From an optimization exercise on the open Yosys and OpenROAD flow, aimed at small area and a short achievable clock period; shortcuts taken in it are not production practice.
Function was not checked in any run shown here: the RTL went through the layout flow alone.
Power is estimated from default activity; no workload was simulated.

==> flow/design.v <==
module Decoder (
input  wire [1:0] IN ,
output wire [3:0] OUT
);
assign OUT = {IN == 2'b11, IN == 2'b10, IN == 2'b01, IN == 2'b00};
endmodule
module DIV_UNIT (
input  wire [15:0] A ,
input  wire [15:0] B ,
output wire [15:0] Q
);
wire [15:0] r [0:16];
assign r[16] = A;
genvar i;
generate
  for (i = 15; i >= 0; i = i - 1) begin : row
    wire [16-i:0] d = {1'b0, r[i+1][15:i]} - {1'b0, B[15-i:0]};
    wire          fit;
    if (i == 0) begin : f0
      assign fit = 1'b1;
    end else begin : fn
      assign fit = ~|B[15:16-i];
    end
    assign Q[i] = fit & ~d[16-i];
    assign r[i][15:i] = Q[i] ? d[15-i:0] : r[i+1][15:i];
    if (i > 0) begin : low
      assign r[i][i-1:0] = r[i+1][i-1:0];
    end
  end
endgenerate
endmodule
module MUL_UNIT (
input  wire [15:0] A ,
input  wire [15:0] B ,
output wire [31:0] P
);
assign P = A * B;
endmodule
module LOGIC_UNIT (
input  wire [15:0] A ,
input  wire [15:0] B ,
input  wire [1:0]  F ,
output wire [15:0] Y
);
assign Y = (F[0] ? (A | B) : (A & B)) ^ {16{F[1]}};
endmodule
module SHIFT_UNIT (
input  wire [15:0] A ,
input  wire [15:0] B ,
input  wire [1:0]  F ,
output wire [15:0] Y
);
wire [15:0] x = F[1] ? B : A;
assign Y = F[0] ? {x[14:0], 1'b0} : {1'b0, x[15:1]};
endmodule
module CMP_UNIT (
input  wire       eq ,
input  wire       lt ,
input  wire [1:0] F ,
output wire [2:0] Y
);
assign Y = (F == 2'b01) ? {2'b00, eq} :
           (F == 2'b10) ? {1'b0, ~lt & ~eq, 1'b0} :
           (F == 2'b11) ? {1'b0, lt, lt} : 3'b000;
endmodule
module ALU_TOP (
input  wire [15:0] A ,
input  wire [15:0] B ,
input  wire [3:0]  ALU_FUNC ,
input  wire        CLK ,
output reg  [31:0] Arith_OUT ,
output reg         Carry_OUT ,
output reg         Arith_Flag ,
output reg  [15:0] Logic_OUT ,
output reg         Logic_Flag ,
output reg  [15:0] Shift_OUT ,
output reg         Shift_Flag ,
output reg  [2:0]  CMP_OUT ,
output reg         CMP_Flag
);
wire [3:0] en;
Decoder U0 (.IN(ALU_FUNC[3:2]), .OUT(en));
wire        sub = (en[0] & (ALU_FUNC[1:0] == 2'b01)) | en[2];
wire [16:0] s   = {1'b0, A} + {1'b0, B ^ {16{sub}}} + {16'b0, sub};
wire        lt  = ~s[16];
wire        eq  = (A == B);
wire [31:0] prod;
wire [15:0] quot;
MUL_UNIT U_MUL (.A(A), .B(B), .P(prod));
DIV_UNIT U_DIV (.A(A), .B(B), .Q(quot));
reg [31:0] arith;
always @(*) begin
  case (ALU_FUNC[1:0])
    2'b00: arith = {15'b0, s};
    2'b01: arith = {{16{lt}}, s[15:0]};
    2'b10: arith = prod;
    default: arith = {16'b0, quot};
  endcase
end
wire [15:0] logic_y, shift_y;
wire [2:0]  cmp_y;
LOGIC_UNIT U_LOGIC (.A(A), .B(B), .F(ALU_FUNC[1:0]), .Y(logic_y));
SHIFT_UNIT U_SHIFT (.A(A), .B(B), .F(ALU_FUNC[1:0]), .Y(shift_y));
CMP_UNIT   U_CMP   (.eq(eq), .lt(lt), .F(ALU_FUNC[1:0]), .Y(cmp_y));
always @(posedge CLK) begin
  Arith_OUT  <= en[0] ? arith : 32'b0;
  Carry_OUT  <= en[0] & arith[16];
  Arith_Flag <= en[0];
  Logic_OUT  <= en[1] ? logic_y : 16'b0;
  Logic_Flag <= en[1];
  CMP_OUT    <= en[2] ? cmp_y : 3'b0;
  CMP_Flag   <= en[2];
  Shift_OUT  <= en[3] ? shift_y : 16'b0;
  Shift_Flag <= en[3];
end
endmodule
==> flow/run.sh <==
#!/bin/bash
# synth_recipe.tcl (not shown) runs the flow's synth.tcl, then flattens the netlist and writes it again
# the make line also repeats each setting of config.mk as NAME=value (left out here)
make -C /OpenROAD-flow-scripts/flow DESIGN_CONFIG=/design/flow/config.mk WORK_HOME=/design/flow/orfs CLKGATE_MAP_FILE= SYNTH_SCRIPT=/design/flow/synth_recipe.tcl finish
==> flow/config.mk <==
export PLATFORM = sky130hd
export DESIGN_NAME = ALU_TOP
export DESIGN_NICKNAME = ALU_TOP
export VERILOG_FILES = /design/flow/design.v
export SDC_FILE = /design/flow/constraint.sdc
export NUM_CORES = 4
export LEC_CHECK = 0
export CAP_MARGIN = 20
export CORE_MARGIN = 2
export CORE_UTILIZATION = 40
export SLEW_MARGIN = 20
==> flow/constraint.sdc <==
create_clock -name core_clock -period 105.0 [get_ports {CLK}]
set_input_delay 21.0000 -clock core_clock [delete_from_list [all_inputs] [get_ports {CLK}]]
set_output_delay 21.0000 -clock core_clock [all_outputs]
set_load 0.01 [all_outputs]
==> flow_summary.yaml, run 1 <==
finish:
  fill_cells: 4860
  seqCellArea_um2: 1421
  design_area_um2: 21770
  area_delta_synth_final_pct: 10.96
  layout.nets: 3040
  drive_above_1_share_pct: 6.245
  multi_input_area_um2: 16690
die:
  num_io_pins: 109
  core_area_um2: 48650
  die-area_um2: 50830
  initial_core_util_pct: 40.32
  die_x_um: 225.5
  rows: 81
  die_h_um: 225.5
timing:
  hold_viol: 0
  setup_viol: 0
  final.setup.tns_ns: 0
  tightest_slew_ns: 1.070
  fmax_mhz: 19.31
  hold_slack_ns: 21.25
  finalWorstSetupSlack_ns: 53.22
  rsz0062_at_grt: "no"
  fin_crit_ns: 51.78
  drv_slew: 0
  worst_slew_margin_rel_pct: 28.69
  fin_crit_sh_pct: 49.31
min_path:
  hp-start: "ALU_FUNC[0]"
  min_path_cells: 4
  hp-class: "input pin to flop"
  hold_path_end: "Logic_OUT[12]"
yosys:
  synth_sequential_area_ratio_pct: 7.246
  synth_top_area_cell: "fa_1"
  yosysTopAreaCellShare_pct: 21.33
  netlist_instances: 2414
  synth_edf_count: 0
  ys_ff_latch: 71
  ys.flop_type: "dfxtp_1"
  yosys.cell_types.count: 91
  yosys_warnings: 2
  synth_area_um2: 19620
  yosys-top-cells-area: "fa_1 (21%), ha_1 (19%), dfxtp_1 (7.2%), inv_1 (5.8%), nand2_1 (5.3%)"
  syn_nets: 2961
  ys_async_sr_fraction_pct: 0
  syn_avg_cell_area_um2: 8.126
critical_path:
  cp_slowest_cell: "o22a_1"
  cp.arrival_ns: 52.06
  cpPeakStageDelay_ns: 0.75
  setup.worst_path.class: "input pin to flop"
  critPathBufInv: 6
  path_delay_family: "compound AO/OA/AOI/OAI gates"
  cp.required_ns: 105.29
  worstPathMaxFanout: 20
  cp-end-kind: "flop"
  start_kind: "input pin"
  path_depth: 115
drt:
  drt_wl_total_mm: 68.76
  via_per_inst: 5.808
  drtPass1Iterations: 6
  vias: 18130
  ant_nets: 0
  drcViolationCount: 0
  detail_route.wl_per_cell_um: 22.03
  drt_iter0_markers: 1400
place:
  port_buffers: 107
  place.gp.congestion: 0.9398
  dpl.hpwl_mm: 52.13
  placed_area_um2: 21450
  dp_slack_ns: 53.23
pwr:
  p_leak_nw: 10.27
  p_clk_share_pct: 7.3
  p_switching_w: 0.0002511
  power.total_w: 0.0004716
  swShare_pct: 53.24
  combPwrFrac_pct: 85.9
  seqPwrFrac_pct: 6.8
  worst_ir_drop_vdd_uv: 33.83
  power-per-cell-area_nw_per_um2: 21.67
  internal_power_w: 0.0002205
cts:
  clockBufferDepth: 2
  root_buffer: "clkbuf_16"
  cts_resized: 0
  post-cts-setup-buffers: 0
  clk_pin_slew_worst_paths_ns: 0.07
  cts_tree: "done"
  postCtsHoldBufs: 0
  numCtsBuffers: 9
  ctsHtreeMaxLevel: 3
  numClockSinks: 71
global_route:
  antenna_found_initial: 1
  grt_pass1_wl_mm: 105.0
  grt_pass1_vias: 17690
  grt.total_usage_pct: 27.33
  grt_max_degree: 64
  overflow: 0
outcome:
  status: "timing/DRC/antenna clean"
flow_run:
  drv_cap: 0
==> area by class of cell <==
class                      count  area share, %
clock buffer                   9          1.035
antenna                        1        0.01150
clock inverter                 7         0.3736
multi-input combinational   1947          76.66
sequential                    71          6.530
tap                          622          3.576
timing repair buffer         153          6.450
inverter                     311          5.363
==> kinds of logic (layout without fill, tap and decap cells) <==
kind of cell    Yosys count  in the layout  share of synthesized area [%]
other cells               1              2                        0.01912
mux                      69             69                          4.682
flops                    71             71                          7.246
fa+ha+maj               510            510                          40.53
xor+xnor                129            129                          5.760
buf+inv                 396            480                          7.756
compound gates          495            495                          16.68
simple gates            743            743                          17.33
==> worst max path at each step <==
stage	from	to	slack, ns
final	B[11]	Arith_OUT[0]	53.22
after global routing	B[10]	Arith_OUT[0]	50.83
after CTS	B[10]	Arith_OUT[0]	53.54
after detailed placement	B[10]	Arith_OUT[0]	53.23
after global placement	B[15]	Arith_OUT[0]	54.30
after floorplan	B[6]	Arith_OUT[0]	58.99
==> per-stage QoR <==
stage,utilization (%),std cells
after floorplan,-,2414
after global placement,44.10,3104
after detailed placement,44.10,3104
after CTS,44.73,3120
after global routing,44.74,3120
final,44.74,3121
==> Yosys cell counts (27+ instances only) <==
library cell / number
inv_1: 303
nor2_1: 220
xnor2_1: 90
fa_1: 209
clkbuf_1: 51
a21oi_1: 123
ha_1: 301
nand3_1: 34
a21o_1: 34
nor3_1: 43
o21a_1: 41
mux2i_1: 28
nor2b_1: 45
nand2_1: 277
o21ai_0: 109
dfxtp_1: 71
a211oi_1: 27
xor2_1: 39
==> power by group through the flow <==
stage / Clock (W) / Combinational [W] / Sequential (W)
final: 0.0000344 / 0.000405 / 0.0000320
after CTS: 0.0000355 / 0.000403 / 0.0000322
after floorplan: 0 / 0.000294 / 0.0000345
after detailed placement: 0 / 0.000398 / 0.0000327
after global routing: 0.0000363 / 0.000453 / 0.0000324
after global placement: 0 / 0.000396 / 0.0000326
==> per-layer routing <==
metal | global-route usage, % | part of all wire [%] | vias to the layer above
met2 | 41.80 | 43 | 804
met4 | 9.229 | 3.0 | 2
li1 | - | - | 8307
met1 | 38.42 | 45 | 8885
met5 | 0 | 0.016 | -
met3 | 5.372 | 8.9 | 130
==> layout by cell type (no fill, tap or decap), types with 28 or more instances in the layout <==
| cell type | n |
|---|---|
| a21o_1 | 34 |
| a21oi_1 | 122 |
| buf_4 | 47 |
| clkdlybuf4s50_1 | 104 |
| dfxtp_1 | 71 |
| fa_1 | 209 |
| ha_1 | 301 |
| inv_1 | 303 |
| mux2i_1 | 28 |
| nand2_1 | 277 |
| nand3_1 | 34 |
| nor2_1 | 220 |
| nor2b_1 | 45 |
| nor3_1 | 42 |
| o21a_1 | 41 |
| o21ai_0 | 109 |
| xnor2_1 | 90 |
| xor2_1 | 39 |
==> sequential cells by signal (all words and copies together) (netlist names) <==
register	count
Arith_Flag	1
Carry_OUT	1
Logic_OUT	16
Shift_Flag	1
CMP_Flag	1
CMP_OUT	2
Shift_OUT	16
Arith_OUT	32
Logic_Flag	1
==> tightest hold or removal path, stage by stage <==
cell and delay [ns]:
buf_4 0.21, mux2i_1 0.17, xnor2_1 0.14, nor2_1 0.05
==> run 2, diff against run 1 <==
--- a/flow/config.mk
+++ b/flow/config.mk
@@ -7,2 +7,3 @@
 export LEC_CHECK = 0
+export ABC_AREA = 1
 export CAP_MARGIN = 20
==> flow_summary.yaml, run 2 <==
yosys:
  syn_nets: 3201
  ys_top_cells_by_count: "nand2_1 (594), inv_1 (530), ha_1 (301)"
  ys_ff_latch: 71
  synth_sequential_area_ratio_pct: 7.419
  yosysTopAreaCellShare_pct: 21.84
  yosys.cell_types.count: 60
  ys_async_sr_fraction_pct: 0
  yosys-top-cells-area: "fa_1 (22%), ha_1 (20%), nand2_1 (12%), inv_1 (10%), dfxtp_1 (7.4%)"
  synth_most_common_cell: "nand2_1"
  synth_edf_count: 0
  netlist_instances: 2654
  synth_area_um2: 19160
  ys.flop_type: "dfxtp_1"
  syn_avg_cell_area_um2: 7.219
  yosys_warnings: 2
  synth_top_area_cell: "fa_1"
cts:
  root_buffer: "clkbuf_16"
  ctsHtreeMaxLevel: 3
  clockBufferDepth: 2
  numClockSinks: 71
  clk_pin_slew_worst_paths_ns: 0.08
  cts_resized: 0
  cts_tree: "done"
  post-cts-setup-buffers: 0
  postCtsHoldBufs: 0
  numCtsBuffers: 9
critical_path:
  cp-end-kind: "flop"
  start_kind: "input pin"
  cp.required_ns: 105.31
  cp.arrival_ns: 50.40
  path_depth: 176
  setup.worst_path.class: "input pin to flop"
  worstPathMaxFanout: 28
  critPathBufInv: 17
  path_common_cell: "nand2_1"
  endpoint: "Arith_OUT[0]"
  path_delay_family: "compound AO/OA/AOI/OAI gates"
  worstSetupStartpoint: "B[4]"
  cp_slowest_cell: "clkdlybuf4s50_1"
  cpPeakStageDelay_ns: 0.96
drt:
  met3WireLength_mm: 4.083
  met2WireLength_mm: 28.25
  drt-met1-wl_mm: 27.43
  via_per_inst: 5.202
  ant_nets: 0
  drt_iter0_markers: 1272
  top_layer_used: "met5"
  drt_wl_total_mm: 61.62
  drcViolationCount: 0
  vias: 17370
  detail_route.wl_per_cell_um: 18.45
  drtPass1Iterations: 6
pwr:
  p_clk_share_pct: 8.2
  internal_power_w: 0.0001928
  power-per-cell-area_nw_per_um2: 21.36
  seqPwrFrac_pct: 7.1
  power.total_w: 0.0004529
  worst_ir_drop_vdd_uv: 25.09
  combPwrFrac_pct: 84.8
  swShare_pct: 57.43
  p_leak_nw: 11.53
  p_switching_w: 0.0002601
finish:
  design_area_um2: 21200
  fin_util_pct: 44.60
  largestRegisters: "Arith_OUT x32, Logic_OUT x16, Shift_OUT x16"
  regMostFlops: "Arith_OUT"
  most-common-layout-cells: "nand2_1 (594), inv_1 (530), ha_1 (301)"
  layout.nets: 3267
  layout_commonest_cell: "nand2_1"
  largest_reg_flops: 32
  diodes: 0
  drive_above_1_share_pct: 6.642
  area_delta_synth_final_pct: 10.67
outcome:
  status: "timing/DRC/antenna clean"
global_route:
  antenna_found_initial: 4
  overflow: 0
  grt_pass1_wl_mm: 97.00
  grt_pass1_vias: 17100
  grt.total_usage_pct: 25.34
  grt_max_degree: 65
place:
  port_buffers: 107
  place.gp.congestion: 0.9258
  dpl.hpwl_mm: 48.53
  placed_area_um2: 20880
flow_run:
  drv_cap: 0
die:
  die_h_um: 222.9
  num_io_pins: 109
  initial_core_util_pct: 40.30
  core_area_um2: 47550
  die_x_um: 222.9
  rows: 80
  die-area_um2: 49670
timing:
  final.setup.tns_ns: 0
  tightest_slew_ns: 1.059
  rsz0062_at_grt: "no"
  drv_slew: 0
  fin_crit_ns: 50.09
  fin_crit_sh_pct: 47.71
  setup_viol: 0
  fmax_mhz: 19.96
  hold_viol: 0
  worst_slew_margin_rel_pct: 29.21
min_path:
  hp-class: "input pin to flop"
## run 2: how the worst min path moves through the flow
stage,startpoint,end,depth (start not counted)
finish,ALU_FUNC[1],Logic_OUT[5],3
global route,ALU_FUNC[1],Logic_OUT[5],3
CTS,ALU_FUNC[1],Logic_OUT[5],3
detailed placement,ALU_FUNC[1],Logic_OUT[1],3
global placement,ALU_FUNC[1],Logic_OUT[1],3
floorplan,ALU_FUNC[2],CMP_Flag,1
## run 2: area by class of cell
cell class	instances	area [um2]
fill	4811	26340
sequential	71	1421
tap	615	769.5
clock buffer	9	225.2
inverter	543	2041
multi-input combinational	1945	15260
clock inverter	7	100.1
timing repair buffer	150	1384
## run 2: power by group through the flow
stage | registers (W) | clock network, W | logic, W
floorplan | 0.0000343 | 0 | 0.000271
global placement | 0.0000327 | 0 | 0.000377
detailed placement | 0.0000327 | 0 | 0.000380
CTS | 0.0000322 | 0.0000378 | 0.000384
global route | 0.0000323 | 0.0000383 | 0.000436
finish | 0.0000321 | 0.0000369 | 0.000384
## run 2: logic make-up (layout without fill, tap and decap cells)
kind of cell,count (synthesis),after routing,synth area share (%)
AND/OR/NAND/NOR,886,886,20.37
buffers and inverters,638,709,12.92
adder cells (fa/ha/maj),510,510,41.49
AO/OA/AOI/OAI,464,464,13.93
XOR/XNOR,83,83,3.794
flip-flops,71,71,7.419
other,1,1,0.01957
multiplexers,1,1,0.05225
## run 2: per-layer routing
layer	track usage, %	vias up
li1	-	8481
met1	34.53	8233
met2	41.30	563
met3	3.345	93
met4	8.833	4
met5	0	-
## run 2: per-stage QoR
step / std cells / setup WS, ns / hold slack (ns)
floorplan: 2654 / 60.71 / 21.08
global placement: 3324 / 55.80 / 21.67
detailed placement: 3324 / 54.76 / 21.65
CTS: 3340 / 55.10 / 21.24
global route: 3340 / 51.59 / 21.28
finish: 3340 / 54.91 / 21.23

afterwards: timing with drivers on the ports:
No port has a modelled driver above. Below, the same layouts with a new extraction and two added sets of constraints.
Step 1: set_driving_cell puts a clkbuf_16 on CLK and a buf_2 on each other input, an assumption about the parent block.
Step 2 times the ports against the registers' clock, not the clock port: input delays grow and output delays shrink by t, the midpoint of the rising clock arrivals with the driver on.
Three values: ideal ports, drivers, drivers and shift; two values: the first two.
run | shift t [ns] | slack for setup (ns) | worst setup path at the end | slew at the worst register clock pin (ns)
run 1 | 0.438 | 53.223 / 53.250 / 52.812 | input to register | 0.07 / 0.07
run 2 | 0.440 | 54.909 / 54.937 / 54.497 | input to register | 0.08 / 0.08
After both steps every run listed still meets setup and hold. The setup slack of run 2, which loses most, moves by +0.028 ns with the drivers and by -0.412 ns with both steps.
